Source: an optimization exercise on an open RTL-to-GDS flow (aim: small area and a short achievable clock period). Production flows keep margins and buffers that such runs may drop. Where RTL was checked, it was by simulation tests only, not by an equivalence proof against the original.

==> wip/ember <==
==> flow/design.v (excerpt) <==
module izhikevich_neuron #(parameter DT = 16'h0100)
(
    input wire clk,
    input wire rst,
    input wire [15:0] I,
    output reg spike
);
    reg [15:0] v, u;
  wire w3 = v[12] & v[11];
  wire w6 = v[10] & v[9];
  wire w9 = w3 & w6;
  wire w10 = ~v[15];
  wire w13 = v[14] | v[13];
  wire w16 = w13 | w9;
  wire w19 = w10 & w16;
  wire w22 = v[0] & v[2];
  wire w25 = v[0] & v[3];
  wire w28 = v[0] & v[4];
  wire w31 = v[0] & v[5];
  wire w34 = v[0] & v[6];
  wire w37 = v[0] & v[7];
  wire w40 = v[0] & v[8];
  wire w43 = v[0] & v[9];
  wire w46 = v[0] & v[10];
  wire w49 = v[0] & v[11];
  wire w52 = v[0] & v[12];
  wire w55 = v[0] & v[13];
  wire w58 = v[0] & v[14];
  wire w59 = ~v[0];
  wire w62 = v[1] & w59;
  wire w65 = v[1] & v[0];
  wire w68 = v[1] & v[3];
  wire w71 = v[1] & v[4];
  wire w74 = v[1] & v[5];
  wire w77 = v[1] & v[6];
  wire w80 = v[1] & v[7];
  wire w83 = v[1] & v[8];
  wire w86 = v[1] & v[9];
  wire w89 = v[1] & v[10];
  wire w92 = v[1] & v[11];
  wire w95 = v[1] & v[12];
  wire w98 = v[1] & v[13];
  wire w101 = v[1] & v[14];
  wire w102 = ~v[1];
  wire w105 = v[2] & w102;
  wire w108 = v[2] & v[1];
  wire w111 = v[2] & v[4];
  wire w114 = v[2] & v[5];
  wire w117 = v[2] & v[6];
  wire w120 = v[2] & v[7];
  wire w123 = v[2] & v[8];
  wire w126 = v[2] & v[9];
  wire w129 = v[2] & v[10];
  wire w132 = v[2] & v[11];
  wire w135 = v[2] & v[12];
  wire w138 = v[2] & v[13];
  wire w141 = v[2] & v[14];
  wire w142 = ~v[2];
  wire w145 = v[3] & w142;
  wire w148 = v[3] & v[2];
  wire w151 = v[3] & v[5];
  wire w154 = v[3] & v[6];
  wire w157 = v[3] & v[7];
  wire w160 = v[3] & v[8];
  wire w163 = v[3] & v[9];
  wire w166 = v[3] & v[10];
  wire w169 = v[3] & v[11];
  ...
export LEC_CHECK = 0
export CAP_MARGIN = 20
export CORE_MARGIN = 2
export CORE_UTILIZATION = 40
export CTS_BUF_LIST = sky130_fd_sc_hd__clkbuf_8
export CTS_CLUSTER_DIAMETER = 150
export CTS_CLUSTER_SIZE = 40
export GPL_TIMING_DRIVEN = 1
export PLACE_DENSITY = 0.6
export SLEW_MARGIN = 20
create_clock -name core_clock -period 12.0 [get_ports {clk}]
standard.sh (not shown) runs the stock make flow with config.mk's settings and CLKGATE_MAP_FILE= SYNTH_SCRIPT=/design/flow/synth_recipe.tcl, a recipe that flattens the netlist after the stock synthesis.
==> flow/flow/run.sh <==
#!/bin/bash
# Layout flow for the hand-mapped datapath.
#  1. the standard synthesis of the RTL (kept for its flip-flops: their
#     names, cell types and reset nets are reused unchanged);
#  2. flow/gen2.py, the same generator that wrote the RTL (same options, see
#     flow/gen_args), writes the same circuit mapped by hand onto sky130 cells:
#     full-adder trees and parallel-prefix adders as designed, instead of
#     Yosys/ABC's re-mapping of them;
#  3. flow/polar.py re-chooses the polarity of the full-adder cells (and picks
#     between a gate and its complement) to drop
#     redundant inverters;
#  4. the standard ORFS flow from floorplan on, with every port buffered by a
#     buf_1 cell and the make settings in flow/make_args (the timing repair's
#     setup-slack target).
# Each tool's output goes to a log file of its own in this folder.
set -euo pipefail
W=$(pwd)
R=$W/orfs/results/${FLOW_PLATFORM}/izhikevich_neuron/base
bash standard.sh synth > $W/log_synth.txt 2>&1
cp $R/1_2_yosys.v $W/netlist_standard.v
python3 $W/flow/gen2.py $(cat $W/flow/gen_args) --net $W/netlist_hand.v --std $W/netlist_standard.v > $W/log_gen2.txt 2>&1
python3 $W/flow/polar.py --gates $W/netlist_hand.v $W/netlist_polar.v > $W/log_polar.txt 2>&1
cp $W/netlist_polar.v $R/1_2_yosys.v
touch $R/1_2_yosys.v
export BUFFER_PORTS_ARGS="-buffer_cell sky130_fd_sc_hd__buf_1"
# extra make settings for the layout steps (flow/make_args, may be empty)
bash standard.sh $(cat $W/flow/make_args 2>/dev/null) finish > $W/log_finish.txt 2>&1
==> flow/flow/make_args <==
SETUP_SLACK_MARGIN=5
Other scripts of this flow, unchanged in this note and not shown: flow/flow/gen2.py, flow/flow/gen_args, flow/flow/polar.py
==> inputs of wip/zinc, as changes to wip/ember <==
==> flow/flow/make_args (replaced) <==
SETUP_SLACK_MARGIN=4.75
--- a/flow/config.mk
+++ b/flow/config.mk
@@ -11,6 +11,5 @@
 export CTS_BUF_LIST = sky130_fd_sc_hd__clkbuf_8
 export CTS_CLUSTER_DIAMETER = 150
 export CTS_CLUSTER_SIZE = 40
-export GPL_TIMING_DRIVEN = 1
 export PLACE_DENSITY = 0.6
 export SLEW_MARGIN = 20
==> inputs of wip/umber, as changes to wip/ember <==
--- a/flow/config.mk
+++ b/flow/config.mk
@@ -11,6 +11,6 @@
 export CTS_BUF_LIST = sky130_fd_sc_hd__clkbuf_8
 export CTS_CLUSTER_DIAMETER = 150
 export CTS_CLUSTER_SIZE = 40
-export GPL_TIMING_DRIVEN = 1
 export PLACE_DENSITY = 0.6
 export SLEW_MARGIN = 20
+export TNS_END_PERCENT = 30
==> inputs of wip/quartz, as changes to wip/ember <==
==> flow/flow/make_args (replaced) <==
SETUP_SLACK_MARGIN=5.25
--- a/flow/config.mk
+++ b/flow/config.mk
@@ -11,6 +11,5 @@
 export CTS_BUF_LIST = sky130_fd_sc_hd__clkbuf_8
 export CTS_CLUSTER_DIAMETER = 150
 export CTS_CLUSTER_SIZE = 40
-export GPL_TIMING_DRIVEN = 1
 export PLACE_DENSITY = 0.6
 export SLEW_MARGIN = 20
==> run notes <==
metric	wip/umber	wip/zinc	wip/ember	wip/quartz
First-pass GRT wire length	27500 um	27500 um	27500 um	27600 um
Critical Path Slowest Stage Cell	dfstp_4	dfstp_4	dfstp_4	dfrtp_1
Hold slack final	0.631 ns	0.632 ns	0.631 ns	0.632 ns
Fin crit period	6.56 ns	6.70 ns	6.55 ns	6.43 ns
Fraction of area in clock buffers and inverters	0.0148	0.0150	0.0148	0.0144
Drt initial violations	284	281	289	265
Largest stage delay on the critical path	0.76 ns	0.74 ns	0.74 ns	0.66 ns
CP endpoint	v[14]	v[15]	v[15]	v[15]
Launch point of the critical path	v[11]	v[13]	v[13]	v[14]
Least setup slack across all paths after layout	5.44 ns	5.30 ns	5.45 ns	5.57 ns
Critical path fanouts, max	17	14	14	11
Post-cts gate resize count	8	1	8	26
Max frequency	0.152 GHz	0.149 GHz	0.153 GHz	0.156 GHz
Sequential share of cell area	0.111	0.112	0.111	0.108
WL per Instance	15.7 um	15.7 um	15.8 um	15.7 um
Post-Layout Cell Count	1021	1018	1021	1035
Reg area	870 um2	870 um2	870 um2	875 um2
Routed wire length on met2	8030 um	7930 um	8040 um	8150 um
Met1 usage in global routing	0.261	0.262	0.261	0.263
Share of the core filled with cells	0.451	0.445	0.452	0.464
Outcome	timing/DRC/antenna clean	timing/DRC/antenna clean	timing/DRC/antenna clean	timing/DRC/antenna clean

==> inputs of v18 <==
izhikevich_neuron, a different RTL version from the one above (not shown whole).
clock: 12.0 ns
lec_check: 0
cap_margin: 20
core_margin: 2
core_utilization: 40
cts_buf_list: sky130_fd_sc_hd__clkbuf_4
place_density: 0.6
setup_slack_margin: 4
slew_margin: 20
==> flow/flow/run.sh <==
#!/bin/bash
# Standard ORFS layout with two changes:
#  * between synthesis and floorplan, flow/polar.py re-chooses the polarity of
#    the full-adder cells that Yosys's extract_fa left behind, removing
#    redundant inverters (registers and all other cells untouched);
#  * ports are still all buffered, but with the small buf_1 cell.
# Each tool's output goes to a log file of its own in this folder.
set -euo pipefail
W=$(pwd)
R=$W/orfs/results/${FLOW_PLATFORM}/izhikevich_neuron/base
bash standard.sh synth > $W/log_synth.txt 2>&1
cp $R/1_2_yosys.v $W/netlist_standard.v
python3 $W/flow/polar.py $W/netlist_standard.v $W/netlist_polar.v > $W/log_polar.txt 2>&1
cp $W/netlist_polar.v $R/1_2_yosys.v
touch $R/1_2_yosys.v
export BUFFER_PORTS_ARGS="-buffer_cell sky130_fd_sc_hd__buf_1"
bash standard.sh finish > $W/log_finish.txt 2>&1
Other scripts of this flow, unchanged in this note and not shown: flow/flow/polar.py
==> v26: changes against v18 <==
--- a/flow/config.mk
+++ b/flow/config.mk
@@ -9,5 +9,4 @@
 export CORE_MARGIN = 2
 export CORE_UTILIZATION = 40
-export CTS_BUF_LIST = sky130_fd_sc_hd__clkbuf_4
 export PLACE_DENSITY = 0.6
 export SETUP_SLACK_MARGIN = 4
==> v19: changes against v18 <==
==> flow/flow/run.sh (replaced) <==
#!/bin/bash
# Standard ORFS layout, plus one netlist pass between synthesis and floorplan:
# flow/polar.py re-chooses the polarity of the full-adder cells that Yosys's
# extract_fa left behind, removing redundant inverters (see polar.py).
set -euo pipefail
W=$(pwd)
R=$W/orfs/results/${FLOW_PLATFORM}/izhikevich_neuron/base
bash standard.sh synth > $W/log_synth.txt 2>&1
cp $R/1_2_yosys.v $W/netlist_standard.v
python3 $W/flow/polar.py $W/netlist_standard.v $W/netlist_polar.v > $W/log_polar.txt 2>&1
cp $W/netlist_polar.v $R/1_2_yosys.v
touch $R/1_2_yosys.v
bash standard.sh finish > $W/log_finish.txt 2>&1
--- a/flow/config.mk
+++ b/flow/config.mk
@@ -9,6 +9,4 @@
 export CORE_MARGIN = 2
 export CORE_UTILIZATION = 40
-export CTS_BUF_LIST = sky130_fd_sc_hd__clkbuf_4
 export PLACE_DENSITY = 0.6
-export SETUP_SLACK_MARGIN = 4
 export SLEW_MARGIN = 20
==> v37: changes against v18 <==
==> flow/flow/run.sh (replaced) <==
#!/bin/bash
# Standard ORFS layout, plus one netlist pass between synthesis and floorplan:
# flow/polar.py re-chooses the polarity of the full-adder cells that Yosys's
# extract_fa left behind, removing redundant inverters (see polar.py).
set -euo pipefail
W=$(pwd)
R=$W/orfs/results/${FLOW_PLATFORM}/izhikevich_neuron/base
bash standard.sh synth > $W/log_synth.txt 2>&1
cp $R/1_2_yosys.v $W/netlist_standard.v
python3 $W/flow/polar.py $W/netlist_standard.v $W/netlist_polar.v > $W/log_polar.txt 2>&1
cp $W/netlist_polar.v $R/1_2_yosys.v
touch $R/1_2_yosys.v
bash standard.sh finish > $W/log_finish.txt 2>&1
--- a/flow/config.mk
+++ b/flow/config.mk
@@ -9,6 +9,5 @@
 export CORE_MARGIN = 2
 export CORE_UTILIZATION = 40
-export CTS_BUF_LIST = sky130_fd_sc_hd__clkbuf_4
 export PLACE_DENSITY = 0.6
-export SETUP_SLACK_MARGIN = 4
+export SETUP_SLACK_MARGIN = 5
 export SLEW_MARGIN = 20
==> run notes <==
- v18 completed with no timing, DRC or antenna violations. v37 finished with timing, DRC and antenna clean. v19 passed the timing, design-rule and antenna checks. v26 ended with an error in 6_report.
- The lowest wire length belongs to v26, the highest to v37.
- The lowest non-clock buffer count belongs to v19, the highest to v37.
- The lowest register-to-register slack belongs to v19, the highest to v37.

==> wip/raven: inputs <==
Another version of the RTL of izhikevich_neuron (not shown whole).
## izhikevich_neuron
module izhikevich_neuron #(parameter DT = 16'h0100)
(
    input wire clk,
    input wire rst,
    input wire [15:0] I,
    output reg spike
);
    reg [15:0] v, u;
    wire sp = ~v[15] & (v[14:0] >= 15'd7680);
  wire pp1 = v[0] & v[1];
  wire pp2 = v[0] & v[2];
  wire pp3 = v[0] & v[3];
  wire pp4 = v[0] & v[4];
  wire pp5 = v[0] & v[5];
  wire pp6 = v[0] & v[6];
  wire pp7 = v[0] & v[7];
  wire pp8 = v[0] & v[8];
  wire pp9 = v[0] & v[9];
  wire pp10 = v[0] & v[10];
  wire pp11 = v[0] & v[11];
  wire pp12 = v[0] & v[12];
  wire pp13 = v[0] & v[13];
  wire pp14 = v[0] & v[14];
  wire pp15 = v[1] & v[2];
  wire pp16 = v[1] & v[3];
  wire pp17 = v[1] & v[4];
  wire pp18 = v[1] & v[5];
  wire pp19 = v[1] & v[6];
  wire pp20 = v[1] & v[7];
  wire pp21 = v[1] & v[8];
  wire pp22 = v[1] & v[9];
  wire pp23 = v[1] & v[10];
  wire pp24 = v[1] & v[11];
  wire pp25 = v[1] & v[12];
  wire pp26 = v[1] & v[13];
  wire pp27 = v[1] & v[14];
  wire pp28 = v[2] & v[3];
  wire pp29 = v[2] & v[4];
  wire pp30 = v[2] & v[5];
  wire pp31 = v[2] & v[6];
  wire pp32 = v[2] & v[7];
  wire pp33 = v[2] & v[8];
  wire pp34 = v[2] & v[9];
  wire pp35 = v[2] & v[10];
  wire pp36 = v[2] & v[11];
  wire pp37 = v[2] & v[12];
  wire pp38 = v[2] & v[13];
  wire pp39 = v[2] & v[14];
  wire pp40 = v[3] & v[4];
  wire pp41 = v[3] & v[5];
  wire pp42 = v[3] & v[6];
  wire pp43 = v[3] & v[7];
  wire pp44 = v[3] & v[8];
  wire pp45 = v[3] & v[9];
  wire pp46 = v[3] & v[10];
  wire pp47 = v[3] & v[11];
  wire pp48 = v[3] & v[12];
  wire pp49 = v[3] & v[13];
  wire pp50 = v[3] & v[14];
  wire pp51 = v[4] & v[5];
  wire pp52 = v[4] & v[6];
  wire pp53 = v[4] & v[7];
  wire pp54 = v[4] & v[8];
  wire pp55 = v[4] & v[9];
  wire pp56 = v[4] & v[10];
  wire pp57 = v[4] & v[11];
  wire pp58 = v[4] & v[12];
  wire pp59 = v[4] & v[13];
  wire pp60 = v[4] & v[14];
  wire pp61 = v[5] & v[6];
  wire pp62 = v[5] & v[7];
  wire pp63 = v[5] & v[8];
  wire pp64 = v[5] & v[9];
  wire pp65 = v[5] & v[10];
  wire pp66 = v[5] & v[11];
  wire pp67 = v[5] & v[12];
  wire pp68 = v[5] & v[13];
  wire pp69 = v[5] & v[14];
  wire pp70 = v[6] & v[7];
  wire pp71 = v[6] & v[8];
  wire pp72 = v[6] & v[9];
  ...
==> flow/config.mk <==
export PLATFORM = sky130hd
export DESIGN_NAME = izhikevich_neuron
export DESIGN_NICKNAME = izhikevich_neuron
export VERILOG_FILES = /design/flow/design.v
export SDC_FILE = /design/flow/constraint.sdc
export NUM_CORES = 4
export LEC_CHECK = 0
export CAP_MARGIN = 20
export CORE_MARGIN = 2
export CORE_UTILIZATION = 40
export PLACE_DENSITY = 0.6
export SLEW_MARGIN = 20
==> flow/constraint.sdc <==
create_clock -name core_clock -period 12.0 [get_ports {clk}]
set_input_delay 2.4000 -clock core_clock [delete_from_list [all_inputs] [get_ports {clk}]]
set_output_delay 2.4000 -clock core_clock [all_outputs]
set_load 0.01 [all_outputs]
==> flow/flow/run.sh <==
#!/bin/bash
# Standard ORFS layout, plus one netlist pass between synthesis and floorplan:
# flow/polar.py re-chooses the polarity of the full-adder cells that Yosys's
# extract_fa left behind, removing redundant inverters (see polar.py).
set -euo pipefail
W=$(pwd)
R=$W/orfs/results/${FLOW_PLATFORM}/izhikevich_neuron/base
bash standard.sh synth > $W/log_synth.txt 2>&1
cp $R/1_2_yosys.v $W/netlist_standard.v
python3 $W/flow/polar.py $W/netlist_standard.v $W/netlist_polar.v > $W/log_polar.txt 2>&1
cp $W/netlist_polar.v $R/1_2_yosys.v
touch $R/1_2_yosys.v
bash standard.sh finish > $W/log_finish.txt 2>&1
==> flow/flow/polar.py <==
#!/usr/bin/env python3
"""Re-choose the polarity of full adders in a mapped sky130 netlist.

A full adder is self-dual: FA(~a,~b,~c) = (~sum, ~cout).  Yosys's extract_fa
leaves many inverters between adder cells; this pass removes every inverter
(except ones driving ports), chooses for each fa cell whether it works on
inverted signals, and re-inserts one inverter per signal that is still needed
in the other polarity.  Registers and all other cells are unchanged.
usage: polar.py in.v out.v
"""
import re, sys, random

src = open(sys.argv[1]).read()
m = re.search(r'^\s*module\s+(\S+)\s*\(', src, re.M)
body_start = src.index(';', m.end()) + 1
end = src.rindex('endmodule')
body = src[body_start:end]

inst_re = re.compile(r'^\s*(sky130_fd_sc_hd__\w+)\s+(\S+)\s*\((.*?)\);\s*$', re.S | re.M)
pin_re = re.compile(r'\.(\w+)\(\s*(.*?)\s*\)\s*(?:,|$)', re.S)
OUTPINS = {'X', 'Y', 'Q', 'Q_N', 'SUM', 'COUT', 'HI', 'LO', 'GCLK'}

cells = []
decl_lines = []
pos = 0
for mm in inst_re.finditer(body):
    pre = body[pos:mm.start()]
    decl_lines.append(pre)
    pos = mm.end()
    typ, name, pins = mm.group(1), mm.group(2), mm.group(3)
    conns = [(p, n) for p, n in pin_re.findall(pins)]
    cells.append([typ, name, conns])
tail = body[pos:]
if 'assign' in ''.join(decl_lines) + tail:
    sys.exit('assign statements not supported')

out_ports = set()
for mm in re.finditer(r'^\s*output\s+(\[(\d+):(\d+)\]\s*)?(\S+?)\s*;', src[:end], re.M):
    if mm.group(1):
        hi, lo = int(mm.group(2)), int(mm.group(3))
        for i in range(min(hi, lo), max(hi, lo) + 1):
            out_ports.add(f"{mm.group(4)}[{i}]")
    else:
        out_ports.add(mm.group(4))

def is_inv(t):
    return re.fullmatch(r'sky130_fd_sc_hd__(clk)?inv_\d+', t) is not None

driver = {}
for ci, (t, n, conns) in enumerate(cells):
    for p, net in conns:
        if p in OUTPINS:
            driver[net] = (ci, p)

removable = set()
for ci, (t, n, conns) in enumerate(cells):
    if is_inv(t):
        d = dict(conns)
        if d['Y'] not in out_ports:
            removable.add(ci)

def root(net):
    par = 0
    seen = 0
    while net in driver and driver[net][0] in removable:
        ci = driver[net][0]
        net = dict(cells[ci][2])['A']
        par ^= 1
        seen += 1
        if seen > 100:
            sys.exit('inverter loop')
    return net, par

# consumers: (cell index, pin index) -> (root, parity)
fa_idx = [ci for ci, c in enumerate(cells) if c[0].startswith('sky130_fd_sc_hd__fa_')]
fa_set = set(fa_idx)
cons = {}   # root -> list of (ci, parity)
pinref = []
for ci, (t, n, conns) in enumerate(cells):
    if ci in removable:
        continue
    for k, (p, net) in enumerate(conns):
        if p in OUTPINS:
            continue
        r, par = root(net)
        pinref.append((ci, k, r, par))
        cons.setdefault(r, []).append((ci, par))
# output ports that are driven through removable inverters are protected above;
# ports driven directly are roots with a parity-0 "consumer"
for net in out_ports:
    r, par = root(net)
    assert par == 0 and r == net
    cons.setdefault(r, []).append((-1, 0))

def drv_fa(r):
    d = driver.get(r)
    if d is not None and d[0] in fa_set:
        return d[0]
    return None

flip = {ci: 0 for ci in fa_idx}
def root_cost(r):
    f = drv_fa(r)
    nat = flip[f] if f is not None else 0
    for ci, par in cons.get(r, []):
        need = par ^ (flip[ci] if ci in fa_set else 0)
        if need != nat:
            return 1
    return 0

roots_of_fa = {}
for ci in fa_idx:
    rs = set()
    for p, net in cells[ci][2]:
        if p in OUTPINS:
            rs.add(net)
        else:
            rs.add(root(net)[0])
    roots_of_fa[ci] = rs
all_roots = set(cons)
def total():
    return sum(root_cost(r) for r in all_roots)

before = len(removable)
best = total()
random.seed(1)
cur = best
best_flip = dict(flip)
for it in range(60):
    improved = True
    while improved:
        improved = False
        for ci in fa_idx:
            rs = roots_of_fa[ci]
            c0 = sum(root_cost(r) for r in rs)
            flip[ci] ^= 1
            c1 = sum(root_cost(r) for r in rs)
            if c1 < c0:
                cur += c1 - c0
                improved = True
            else:
                flip[ci] ^= 1
    if cur < best:
        best = cur
        best_flip = dict(flip)
    flip = dict(best_flip)
    cur = best
    for ci in random.sample(fa_idx, max(1, len(fa_idx) // 10)):
        flip[ci] ^= 1
    cur = total()
flip = best_flip
print(f"polar: {len(fa_idx)} fa cells, {before} inverters removed, {best} inserted, "
      f"{sum(flip.values())} fa cells flipped", file=sys.stderr)

def esc(n):
    return n + ' ' if n.startswith('\\') else n

# rewrite
newnets = []
invnet = {}
def inv_of(r):
    if r not in invnet:
        nn = f"_pol{len(invnet)}_"
        invnet[r] = nn
        newnets.append(nn)
    return invnet[r]
for ci, k, r, par in pinref:
    f = drv_fa(r)
    nat = flip[f] if f is not None else 0
    need = par ^ (flip[ci] if ci in fa_set else 0)
    p, net = cells[ci][2][k]
    cells[ci][2][k] = (p, r if need == nat else inv_of(r))
out = [src[:body_start]]
out.append(''.join(decl_lines).rstrip('\n') + '\n')
for nn in newnets:
    out.append(f"  wire {nn};\n")
for ci, (t, n, conns) in enumerate(cells):
    if ci in removable:
        continue
    pins = ",\n".join(f"    .{p}({esc(net)})" for p, net in conns)
    out.append(f"  {t} {n} (\n{pins}\n  );\n")
for i, (r, nn) in enumerate(invnet.items()):
    out.append(f"  sky130_fd_sc_hd__inv_1 _polinv{i}_ (\n    .A({esc(r)}),\n    .Y({nn})\n  );\n")
out.append(tail)
out.append(src[end:])
open(sys.argv[2], 'w').write(''.join(out))
==> wip/yarrow (differences from wip/raven) <==
==> flow/run.sh (new file) <==
#!/bin/bash
# synth_recipe.tcl (not shown) runs the flow's synth.tcl, then flattens the netlist and writes it again
# the make line also repeats each setting of config.mk as NAME=value (left out here)
make -C /OpenROAD-flow-scripts/flow DESIGN_CONFIG=/design/flow/config.mk WORK_HOME=/design/flow/orfs CLKGATE_MAP_FILE= SYNTH_SCRIPT=/design/flow/synth_recipe.tcl finish
removed: flow/flow/run.sh
removed: flow/flow/polar.py
removed: flow/standard.sh
==> summary of the runs <==
wip/yarrow went through all stages and came out clean. wip/raven produced a clean layout. Against wip/yarrow, the clock skew of wip/raven is lower by 0.0030 ns. In sequential cell count, wip/yarrow and wip/raven do not differ. Of wip/yarrow and wip/raven, wip/yarrow has the higher synthesized area (gap about 4.7%, measured against wip/raven).
No run of this note included a check of the RTL's function; only the layout flow was run.

[what the ideal ports hide]
How much do the figures lean on ideal ports? The routed layouts below were timed once more, with nothing changed but the port constraints. Step 1, drivers: a clkbuf_16 drives clk and a buf_2 each remaining input, both assumed. Step 2 times the ports against the registers' clock, not the clock port: input delays grow and output delays shrink by t, the midpoint of the rising clock arrivals with the driver on. a / b / c = no drivers / after step 1 / after step 2; a / b = the first two.
| run | t (ns) | setup slack, ns | worst setup path after step 2 |
|---|---|---|---|
| wip/ember | 0.336 | 5.454 / 5.454 / 5.454 | register to register |
| wip/zinc | 0.336 | 5.299 / 5.299 / 5.299 | register to register |
| wip/umber | 0.336 | 5.441 / 5.441 / 5.441 | register to register |
| wip/quartz | 0.337 | 5.570 / 5.570 / 5.570 | register to register |
| v18 | 0.395 | 4.374 / 4.374 / 4.374 | register to register |
| v19 | 0.318 | 3.728 / 3.728 / 3.728 | register to register |
| v37 | 0.314 | 4.793 / 4.793 / 4.793 | register to register |
| wip/raven | 0.317 | 3.593 / 3.593 / 3.593 | register to register |
| wip/yarrow | 0.321 | 3.526 / 3.526 / 3.526 | register to register |
After both steps every run listed still meets setup and hold.
